Context: an optimization exercise on an open-source flow, tuned for small area and a short achievable clock period. The choices shown serve that exercise and are no tape-out recipe.
The RTL was checked by simulation tests, not by an equivalence proof against the original design.
Power figures rest on the tool's default switching activity, not on a simulated workload.

// mxu_pe
module mxu_pe #(
    parameter Y_INDEX = 0   
) (
    input wire clk,
    input wire rst_n,
    input wire load_phase,
    input wire [7:0] load_weight_target_y,
    input wire [7:0] load_weight,
    input wire [7:0] activation,
    input wire [23:0] partial_sum,
    output reg [23:0] result,
    output reg phase_out,
    output reg [7:0] load_weight_target_y_out,
    output reg [7:0] weight_out,
    output reg [7:0] activation_out_bw
);
Size: ~8200 um^2 of cells after synthesis.
==> flow/config.mk <==
export PLATFORM = sky130hd
export DESIGN_NAME = mxu_pe
export DESIGN_NICKNAME = mxu_pe
export VERILOG_FILES = /design/flow/design.v
export SDC_FILE = /design/flow/constraint.sdc
export NUM_CORES = 4
export LEC_CHECK = 0
export CAP_MARGIN = 20
export CORE_MARGIN = 2
export CORE_UTILIZATION = 60
export SETUP_SLACK_MARGIN = 3.8
export SLEW_MARGIN = 20
export SYNTH_HIERARCHICAL = 1
==> flow/constraint.sdc <==
create_clock -name core_clock -period 6.2 [get_ports {clk}]
set_input_delay 1.2400 -clock core_clock [delete_from_list [all_inputs] [get_ports {clk}]]
set_output_delay 1.2400 -clock core_clock [all_outputs]
set_load 0.01 [all_outputs]
standard.sh (not shown) runs the stock make flow with config.mk's settings and CLKGATE_MAP_FILE= SYNTH_SCRIPT=/design/flow/synth_recipe.tcl, a recipe that flattens the netlist after the stock synthesis.
==> flow/flow/run.sh <==
#!/bin/bash
# Standard ORFS layout with smaller port buffers, a clock tree without dummy loads, and
# useful skew between the two MAC pipeline stages (flow/skew.tcl, before global routing).
set -euo pipefail
export BUFFER_PORTS_ARGS="-buffer_cell sky130_fd_sc_hd__buf_1"
export CTS_ARGS="-sink_clustering_enable -sink_clustering_size 30 -sink_clustering_max_diameter 80 -repair_clock_nets -dont_use_dummy_load -buf_list {sky130_fd_sc_hd__clkbuf_16}"
bash standard.sh "PRE_GLOBAL_ROUTE_TCL=$PWD/flow/skew.tcl" finish > standard_flow.log 2>&1
==> flow/flow/skew.tcl <==
# Useful skew between the two MAC stages (registers with no path from an input or to an
# output only).  Runs before global routing, after clock tree synthesis.
#  - early: the stage-2 launch registers (w_old, act2 and the stage-2 Booth encodings) are
#    clocked by their own buffer straight from the clock port net, ahead of the tree leaves;
#  - late: the stage-1 adder's capture registers (mac2[12:0], mac2_t) are clocked by a buffer
#    hanging off a tree leaf, behind the other leaves.
# All registers with a path from an input port or to an output port stay on the tree leaves.
set block [ord::get_db_block]
set db [ord::get_db]

proc group_insts {block patterns} {
  set out {}
  foreach inst [$block getInsts] {
    set n [$inst getName]
    foreach p $patterns {
      if {[string match $p $n]} { lappend out $inst; break }
    }
  }
  return $out
}

proc centroid {insts} {
  set sx 0; set sy 0; set k 0
  foreach i $insts {
    set loc [$i getLocation]
    set sx [expr {$sx + [lindex $loc 0]}]
    set sy [expr {$sy + [lindex $loc 1]}]
    incr k
  }
  return [list [expr {$sx / $k}] [expr {$sy / $k}]]
}

proc add_clock_buffer {block db name master_name in_net insts} {
  set master [$db findMaster $master_name]
  set buf [odb::dbInst_create $block $master $name]
  set net [odb::dbNet_create $block "${name}_net"]
  $net setSigType CLOCK
  [$buf findITerm A] connect $in_net
  [$buf findITerm X] connect $net
  foreach i $insts {
    set it [$i findITerm CLK]
    $it disconnect
    $it connect $net
  }
  set c [centroid $insts]
  $buf setLocation [lindex $c 0] [lindex $c 1]
  $buf setPlacementStatus PLACED
  puts "skew: $name drives [llength $insts] registers from [$in_net getName]"
  return $buf
}

set early [group_insts $block {w_old* act2* one2_2* two2_2* one3_2* two3_2*}]
# mac2[23:13] only copy ps1[23:13]; the stage-1 adder results are mac2[12:0] and mac2_t
set late {}
foreach inst [$block getInsts] {
  set n [$inst getName]
  if {[regexp {^mac2\\?\[([0-9]+)\\?\]} $n -> bit] && $bit <= 12} { lappend late $inst }
  if {[string match {mac2_t*} $n]} { lappend late $inst }
}

# the net of the clock port
set clk_net [[$block findBTerm clk] getNet]
# a tree leaf net: the one now clocking the first late register
set leaf_net [[[lindex $late 0] findITerm CLK] getNet]

add_clock_buffer $block $db clkbuf_early sky130_fd_sc_hd__clkbuf_16 $clk_net $early
set late_buf [add_clock_buffer $block $db clkbuf_late sky130_fd_sc_hd__clkbuf_16 $leaf_net $late]
# one more buffer in front of it for extra delay
set pre_master [$db findMaster sky130_fd_sc_hd__clkbuf_2]
set pre [odb::dbInst_create $block $pre_master clkbuf_late_pre]
set pre_net [odb::dbNet_create $block clkbuf_late_pre_net]
$pre_net setSigType CLOCK
set a_it [$late_buf findITerm A]
$a_it disconnect
[$pre findITerm A] connect $leaf_net
[$pre findITerm X] connect $pre_net
$a_it connect $pre_net
set loc [$late_buf getLocation]
$pre setLocation [lindex $loc 0] [lindex $loc 1]
$pre setPlacementStatus PLACED

detailed_placement
check_placement
Then changed:
Settings changed: SETUP_SLACK_MARGIN 3.8 to 3.4.
Effect:
- area after synthesis does not change
- synthesized cell count is unchanged
- setup slack gets worse by 0.15 ns
- register-to-register slack gets worse by 0.15 ns
Then changed:
Settings changed: SETUP_SLACK_MARGIN 3.4 to 3.6.
- cell area is higher slightly
- first-iteration DRC count is lower by well over a third
- utilization is higher by 0.40 points
- fmax is higher by a little under a tenth
- final cell count is higher slightly
- die area does not change
- sequential power barely changes
Then changed:
--- a/flow/flow/skew.tcl
+++ b/flow/flow/skew.tcl
@@ -67,14 +67 @@
-set late_buf [add_clock_buffer $block $db clkbuf_late sky130_fd_sc_hd__clkbuf_16 $leaf_net $late]
-# one more buffer in front of it for extra delay
-set pre_master [$db findMaster sky130_fd_sc_hd__clkbuf_2]
-set pre [odb::dbInst_create $block $pre_master clkbuf_late_pre]
-set pre_net [odb::dbNet_create $block clkbuf_late_pre_net]
-$pre_net setSigType CLOCK
-set a_it [$late_buf findITerm A]
-$a_it disconnect
-[$pre findITerm A] connect $leaf_net
-[$pre findITerm X] connect $pre_net
-$a_it connect $pre_net
-set loc [$late_buf getLocation]
-$pre setLocation [lindex $loc 0] [lindex $loc 1]
-$pre setPlacementStatus PLACED
+add_clock_buffer $block $db clkbuf_late sky130_fd_sc_hd__clkbuf_16 $leaf_net $late
After rerunning: Cell count rose by 0.32%. Worst setup slack gets worse by 0.0070 ns. Sequential cell count is unchanged. Power is about the same. Clock-buffer cell count is unchanged. Cell area rose by 0.47%. Global-route usage stays flat. Sequential power is about the same.

* * *

mxu_pe, a different RTL version from the one above (not shown whole).
Size in the first run: roughly 580 cells after synthesis.
==> flow/design.v (excerpt) <==
module mxu_pe #(
    parameter Y_INDEX = 0   
) (
    input wire clk,
    input wire rst_n,
    input wire load_phase,
    input wire [7:0] load_weight_target_y,
    input wire [7:0] load_weight,
    input wire [7:0] activation,
    input wire [23:0] partial_sum,
    output reg [23:0] result,
    output reg phase_out,
    output reg [7:0] load_weight_target_y_out,
    output reg [7:0] weight_out,
    output reg [7:0] activation_out_bw
);
make LEC_CHECK=0 CAP_MARGIN=20 CORE_MARGIN=2 CORE_UTILIZATION=60 SETUP_SLACK_MARGIN=4.0 SLEW_MARGIN=20 finish   # period 6.2 ns
run.sh (not shown) runs the stock make flow with config.mk's settings and CLKGATE_MAP_FILE= SYNTH_SCRIPT=/design/flow/synth_recipe.tcl, a recipe that flattens the netlist after the stock synthesis.
Stock flow here: none of the scripts above is used.
==> next run, changes <==
==> flow/flow/run.sh (new file) <==
#!/bin/bash
# Standard ORFS layout with smaller port buffers and a clock tree without dummy loads.
set -euo pipefail
export BUFFER_PORTS_ARGS="-buffer_cell sky130_fd_sc_hd__buf_1"
export CTS_ARGS="-sink_clustering_enable -repair_clock_nets -dont_use_dummy_load -buf_list sky130_fd_sc_hd__clkbuf_8"
bash standard.sh > standard_flow.log 2>&1
==> flow/standard.sh (new file) <==
#!/bin/bash
# synth_recipe.tcl (not shown) runs the flow's synth.tcl, then flattens the netlist and writes it again
# the make line also repeats each setting of config.mk as NAME=value (left out here)
make -C /OpenROAD-flow-scripts/flow DESIGN_CONFIG=/design/flow/config.mk WORK_HOME=/design/flow/orfs CLKGATE_MAP_FILE= SYNTH_SCRIPT=/design/flow/synth_recipe.tcl "${@:-finish}"
removed: flow/run.sh
After rerunning:
- routed wire length goes down by 14%
- core utilization goes down by 6.2 points
- count of clock-buffer cells in the layout goes up by 6
- hold slack stays flat
- global-route usage goes down by 2.5 points
- register-to-register slack improved by 0.04 ns
- clock power goes down by 26%
- via count goes down by 4.0%
- cell area goes down by 7.7%
- setup slack improved by 0.037 ns

* * *

mxu_pe with an RTL version that a note above also has.
Size in the first run: roughly 8200 um^2 of cells after synthesis.
Settings: LEC_CHECK=0, CAP_MARGIN=20, CORE_MARGIN=2, CORE_UTILIZATION=60, SETUP_SLACK_MARGIN=3.6, SLEW_MARGIN=20, SYNTH_HIERARCHICAL=1; clock period 6.2 ns.
standard.sh (not shown) runs the stock make flow with config.mk's settings and CLKGATE_MAP_FILE= SYNTH_SCRIPT=/design/flow/synth_recipe.tcl, a recipe that flattens the netlist after the stock synthesis.
==> flow/flow/run.sh <==
#!/bin/bash
# Standard ORFS layout with smaller port buffers, a clock tree without dummy loads, and
# useful skew between the two MAC pipeline stages (flow/skew.tcl, before global routing).
set -euo pipefail
export BUFFER_PORTS_ARGS="-buffer_cell sky130_fd_sc_hd__buf_1"
export CTS_ARGS="-sink_clustering_enable -sink_clustering_size 30 -sink_clustering_max_diameter 80 -repair_clock_nets -dont_use_dummy_load -buf_list {sky130_fd_sc_hd__clkbuf_16}"
bash standard.sh "PRE_GLOBAL_ROUTE_TCL=$PWD/flow/skew.tcl" finish > standard_flow.log 2>&1
==> flow/flow/skew.tcl <==
# Useful skew between the two MAC stages (registers with no path from an input or to an
# output only).  Runs before global routing, after clock tree synthesis.
#  - early: the stage-2 launch registers (w_old, act2 and the stage-2 Booth encodings) are
#    clocked by their own buffer straight from the clock port net, ahead of the tree leaves;
#  - late: the stage-1 adder's capture registers (mac2[12:0], mac2_t) are clocked by a buffer
#    hanging off a tree leaf, behind the other leaves.
# All registers with a path from an input port or to an output port stay on the tree leaves.
set block [ord::get_db_block]
set db [ord::get_db]

proc group_insts {block patterns} {
  set out {}
  foreach inst [$block getInsts] {
    set n [$inst getName]
    foreach p $patterns {
      if {[string match $p $n]} { lappend out $inst; break }
    }
  }
  return $out
}

proc centroid {insts} {
  set sx 0; set sy 0; set k 0
  foreach i $insts {
    set loc [$i getLocation]
    set sx [expr {$sx + [lindex $loc 0]}]
    set sy [expr {$sy + [lindex $loc 1]}]
    incr k
  }
  return [list [expr {$sx / $k}] [expr {$sy / $k}]]
}

proc add_clock_buffer {block db name master_name in_net insts} {
  set master [$db findMaster $master_name]
  set buf [odb::dbInst_create $block $master $name]
  set net [odb::dbNet_create $block "${name}_net"]
  $net setSigType CLOCK
  [$buf findITerm A] connect $in_net
  [$buf findITerm X] connect $net
  foreach i $insts {
    set it [$i findITerm CLK]
    $it disconnect
    $it connect $net
  }
  set c [centroid $insts]
  $buf setLocation [lindex $c 0] [lindex $c 1]
  $buf setPlacementStatus PLACED
  puts "skew: $name drives [llength $insts] registers from [$in_net getName]"
  return $buf
}

set early [group_insts $block {w_old* act2* one2_2* two2_2* one3_2* two3_2*}]
# mac2[23:13] only copy ps1[23:13]; the stage-1 adder results are mac2[12:0] and mac2_t
set late {}
foreach inst [$block getInsts] {
  set n [$inst getName]
  if {[regexp {^mac2\[([0-9]+)\]} $n -> bit] && $bit <= 12} { lappend late $inst }
  if {[string match {mac2_t*} $n]} { lappend late $inst }
}

# the net of the clock port
set clk_net [[$block findBTerm clk] getNet]
# a tree leaf net: the one now clocking the first late register
set leaf_net [[[lindex $late 0] findITerm CLK] getNet]

add_clock_buffer $block $db clkbuf_early sky130_fd_sc_hd__clkbuf_16 $clk_net $early
add_clock_buffer $block $db clkbuf_late sky130_fd_sc_hd__clkbuf_16 $leaf_net $late

detailed_placement
check_placement
Next try:
--- a/flow/flow/skew.tcl
+++ b/flow/flow/skew.tcl
@@ -4,4 +4,4 @@
 #    clocked by their own buffer straight from the clock port net, ahead of the tree leaves;
-#  - late: the stage-1 adder's capture registers (mac2[12:0], mac2_t) are clocked by a buffer
-#    hanging off a tree leaf, behind the other leaves.
+#  - late: the stage-1 capture registers (mac2, mac2_t) are clocked by a buffer hanging off a
+#    tree leaf, behind the other leaves.
 # All registers with a path from an input port or to an output port stay on the tree leaves.
@@ -52,9 +52,3 @@
 set early [group_insts $block {w_old* act2* one2_2* two2_2* one3_2* two3_2*}]
-# mac2[23:13] only copy ps1[23:13]; the stage-1 adder results are mac2[12:0] and mac2_t
-set late {}
-foreach inst [$block getInsts] {
-  set n [$inst getName]
-  if {[regexp {^mac2\[([0-9]+)\]} $n -> bit] && $bit <= 12} { lappend late $inst }
-  if {[string match {mac2_t*} $n]} { lappend late $inst }
-}
+set late [group_insts $block {mac2*}]
 
Die area is unchanged.
Wire length rises slightly.
Power stays flat.
Clock skew hardly moves.
Setup slack is better by 150 ps.
Sequential power is about the same.
Via count falls slightly.
Next try:
--- a/flow/flow/skew.tcl
+++ b/flow/flow/skew.tcl
@@ -4,4 +4,4 @@
 #    clocked by their own buffer straight from the clock port net, ahead of the tree leaves;
-#  - late: the stage-1 capture registers (mac2, mac2_t) are clocked by a buffer hanging off a
-#    tree leaf, behind the other leaves.
+#  - late: the stage-1 adder's capture registers (mac2[12:0], mac2_t) are clocked by a buffer
+#    hanging off a tree leaf, behind the other leaves.
 # All registers with a path from an input port or to an output port stay on the tree leaves.
@@ -52,3 +52,9 @@
 set early [group_insts $block {w_old* act2* one2_2* two2_2* one3_2* two3_2*}]
-set late [group_insts $block {mac2*}]
+# mac2[23:13] only copy ps1[23:13]; the stage-1 adder results are mac2[12:0] and mac2_t
+set late {}
+foreach inst [$block getInsts] {
+  set n [$inst getName]
+  if {[regexp {^mac2\[([0-9]+)\]} $n -> bit] && $bit <= 12} { lappend late $inst }
+  if {[string match {mac2_t*} $n]} { lappend late $inst }
+}
 
@@ -60,3 +66,16 @@
 add_clock_buffer $block $db clkbuf_early sky130_fd_sc_hd__clkbuf_16 $clk_net $early
-add_clock_buffer $block $db clkbuf_late sky130_fd_sc_hd__clkbuf_16 $leaf_net $late
+set late_buf [add_clock_buffer $block $db clkbuf_late sky130_fd_sc_hd__clkbuf_16 $leaf_net $late]
+# one more buffer in front of it for extra delay
+set pre_master [$db findMaster sky130_fd_sc_hd__clkbuf_2]
+set pre [odb::dbInst_create $block $pre_master clkbuf_late_pre]
+set pre_net [odb::dbNet_create $block clkbuf_late_pre_net]
+$pre_net setSigType CLOCK
+set a_it [$late_buf findITerm A]
+$a_it disconnect
+[$pre findITerm A] connect $leaf_net
+[$pre findITerm X] connect $pre_net
+$a_it connect $pre_net
+set loc [$late_buf getLocation]
+$pre setLocation [lindex $loc 0] [lindex $loc 1]
+$pre setPlacementStatus PLACED
 
=>
- The new run went through all stages and came out clean
- synthesized cell count is unchanged
- die area stays the same
- setup slack got worse by 150 ps
- non-clock buffer count went up by 9
- clock power is lower by about 1%
- area after synthesis does not change
- worst hold slack loses 5.0 ps

==> what the ideal ports hide <==
No port has a modelled driver above. Below, the same layouts with a new extraction and two added sets of constraints.
Step 1 sets driving cells, clkbuf_16 on the clock port and buf_2 on the other inputs (assumed; they add their load-dependent delay and slew).
Step 2, shift: input delay + t, output delay - t, t = (earliest + latest rising clock arrival at the registers) / 2. This alone moves slack from input paths to output paths.
a / b / c = ideal / step 1 / step 2; a / b = the first two.
run	shift t [ns]	setup WS [ns]	worst setup path at the end	clock arrival spread, ns	worst register clock-pin slew, ns	worst slew at a driven data input, ns
the first run of note 1	0.488	3.868 / 3.868 / 3.818	input, reset recovery	0.558 / 0.559	0.09 / 0.09	0.04
the second run of note 1	0.486	3.723 / 3.723 / 3.316	input, reset recovery	0.555 / 0.556	0.10 / 0.10	0.04
the third run of note 1	0.493	3.888 / 3.888 / 3.503	input, reset recovery	0.586 / 0.586	0.10 / 0.10	0.04
the fourth run of note 1	0.435	3.881 / 3.881 / 3.563	input, reset recovery	0.471 / 0.471	0.10 / 0.10	0.04
the first run of note 2	0.520	2.930 / 2.930 / 2.930	register to register	0.019 / 0.019	0.07 / 0.07	0.04
the second run of note 2	0.518	2.966 / 2.966 / 2.966	register to register	0.034 / 0.034	0.06 / 0.06	0.04
the first run of note 3	0.399	3.717 / 3.717 / 3.604	input, reset recovery	0.398 / 0.397	0.10 / 0.10	0.04
the second run of note 3	0.453	3.866 / 3.866 / 3.547	input, reset recovery	0.504 / 0.504	0.11 / 0.11	0.04
the third run of note 3	0.455	3.712 / 3.712 / 3.546	input, reset recovery	0.507 / 0.507	0.10 / 0.10	0.04
In 7 of these runs the clock reaches the registers at very different times; t lies between them, and the last value is a rough guide only. The setup slack of the second run of note 1, which loses most, moves by 0.000 ns with the drivers and by -0.407 ns with both steps. The worst setup slack also covers recovery checks on asynchronous resets.
